This is an optimization exercise on Yosys and OpenROAD, whose aim is small area, a short achievable clock period and few clock cycles per item, not a production implementation.
At most, simulation tests tie the RTL to the original design; equivalence was not proved.

## matrixProcessor
module matrixProcessor #(
	parameter WIDTH = 32
) (
	input wire clk,
	input wire rst_n,
	input wire start,
	input wire [13:0] workItemCount,
	input wire [WIDTH - 1:0] matrixInAddr,
	input wire [WIDTH - 1:0] dataInAddr,
	input wire [WIDTH - 1:0] dataOutAddr,
	input wire [WIDTH - 1:0] dataIn,
	output reg [WIDTH - 1:0] readAddr,
	output reg [WIDTH - 1:0] writeAddr,
	output reg [WIDTH - 1:0] writeData,
	output reg writeEn
	);
For scale: roughly 5700 cells after synthesis, ~770 flip-flops, roughly 240 I/O pins, about 59000 µm² of cells after synthesis.
Settings: LEC_CHECK=0, ABC_CLOCK_PERIOD_IN_PS=4500, CAP_MARGIN=20, CORE_MARGIN=2, CORE_UTILIZATION=55, SLEW_MARGIN=20; clock period 20.0 ns.
standard.sh (not shown) runs the stock make flow with config.mk's settings and CLKGATE_MAP_FILE= SYNTH_SCRIPT=/design/flow/synth_recipe.tcl, a recipe that flattens the netlist after the stock synthesis.
==> flow/flow/run.sh <==
#!/bin/bash
set -euo pipefail
bash standard.sh SETUP_SLACK_MARGIN=14.5 finish > flow_make.log 2>&1
The first run completed with no timing, DRC or antenna violations.
Edit:
==> flow/flow/run.sh (replaced) <==
#!/bin/bash
set -euo pipefail
bash standard.sh SETUP_SLACK_MARGIN=15.0 MATCH_CELL_FOOTPRINT=0 \
	"BUFFER_PORTS_ARGS=-buffer_cell sky130_fd_sc_hd__buf_4" finish > flow_make.log 2>&1
Cell count came out higher by 1.6%.
Setup slack improved by 240 ps.
Register-to-register slack improves by 450 ps.
Utilization climbs by 1.2 points.
Count of clock-buffer cells in the layout fell by 8.
Global-route usage goes up by 0.43 points.
Sequential share of layout area came out lower by 0.26 points.
Non-clock buffer count rose by 127.
Cell area grows by 2.0%.
No functional check of the RTL was part of any run of this note.

## JK
Another version of the RTL of matrixProcessor (not shown whole).
Size: about 780 flip-flops, roughly 240 I/O pins.
export LEC_CHECK = 0
export ABC_CLOCK_PERIOD_IN_PS = 4500
export CAP_MARGIN = 20
export CORE_MARGIN = 2
export CORE_UTILIZATION = 60
export SLEW_MARGIN = 20
create_clock -name core_clock -period 20.0 [get_ports {clk}]
==> flow/flow/run.sh <==
#!/bin/bash
# The standard layout with these changes to how it is made:
# - synthesis maps the logic without Yosys's early "abc -fast" pass (the
#   registers are the standard synthesis's; full adders are then found in the
#   RTL's own adder structure rather than in ABC's restructured gates);
# - timing repair aims well past the clock period: repair_timing treats any
#   path with less than SETUP_SLACK_MARGIN of slack as failing;
set -euo pipefail
bash standard.sh SYNTH_ARGS=-noabc SETUP_SLACK_MARGIN=14.85 MATCH_CELL_FOOTPRINT=0 \
	"BUFFER_PORTS_ARGS=-buffer_cell sky130_fd_sc_hd__buf_1" finish > flow_make.log 2>&1
JK: done, clean on timing, DRC and antenna
Testbench counts of JK, summed over its fixed seeds: cycles 34,168, items 1,630.
Modified inputs, MS compared to JK
-- flow/flow/run.sh --
<<< JK, line 8
>>> MS, line 8
# - port buffers are plain buffers, and gates may be resized to any cell of
#   the same function;
<<< JK, line 9
bash standard.sh SYNTH_ARGS=-noabc SETUP_SLACK_MARGIN=14.85 MATCH_CELL_FOOTPRINT=0 \
	"BUFFER_PORTS_ARGS=-buffer_cell sky130_fd_sc_hd__buf_1" finish > flow_make.log 2>&1
>>> MS, line 11
bash standard.sh SYNTH_ARGS=-noabc SETUP_SLACK_MARGIN=15.0 MATCH_CELL_FOOTPRINT=0 \
	"BUFFER_PORTS_ARGS=-buffer_cell sky130_fd_sc_hd__buf_1" \
	"CTS_ARGS=-sink_clustering_enable -repair_clock_nets -dont_use_dummy_load" finish > flow_make.log 2>&1
-- flow/config.mk --
<<< JK, line 11
export CORE_UTILIZATION = 60
>>> MS, line 11
export CORE_UTILIZATION = 55
Notes after the runs:
Re number of stages on the worst setup path: no difference whatsoever between JK and MS. Re number of well taps: JK and MS aren't equal, and the higher value belongs to MS. NOTE via count JK->MS increased slightly. Non-filler instance count after layout in MS is 71 above JK. MS — setup slack 19 ps lower, JK as reference. Number of vias per cell of MS falls short of that of JK slightly. Largest clock skew in the final design was lower in the run labelled JK. Diff JK -> MS: routed wire length up 10 mm, post-place instance area neither gained nor lost much. JK vs MS, launching instance or port of the critical path: writeData[12] vs writeData[16].

==> static timing again, ports no longer ideal <==
No port has a modelled driver above. Below, the same layouts with a new extraction and two added sets of constraints.
Step 1, drivers: a clkbuf_16 drives clk and a buf_2 each remaining input, both assumed.
Step 2 times the ports against the registers' clock, not the clock port: input delays grow and output delays shrink by t, the midpoint of the rising clock arrivals with the driver on.
Slacks: ideal ports / drivers / drivers and shift; pairs: ideal ports / drivers.
run	shift t [ns]	slack for setup (ns)	slew at the worst register clock pin (ns)	cell pins on the clock port's net
the first run of note 1	0.720	14.582 / 14.500 / 14.673	0.07 / 0.07	1
the second run of note 1	0.709	14.822 / 14.736 / 14.986	0.07 / 0.07	1
JK	0.736	14.798 / 14.717 / 14.386	0.07 / 0.07	1
MS	0.727	14.778 / 14.698 / 14.505	0.06 / 0.06	1
After both steps setup and hold are still met in every run listed. The setup slack of JK, which loses most, moves by -0.081 ns with the drivers and by -0.412 ns with both steps.
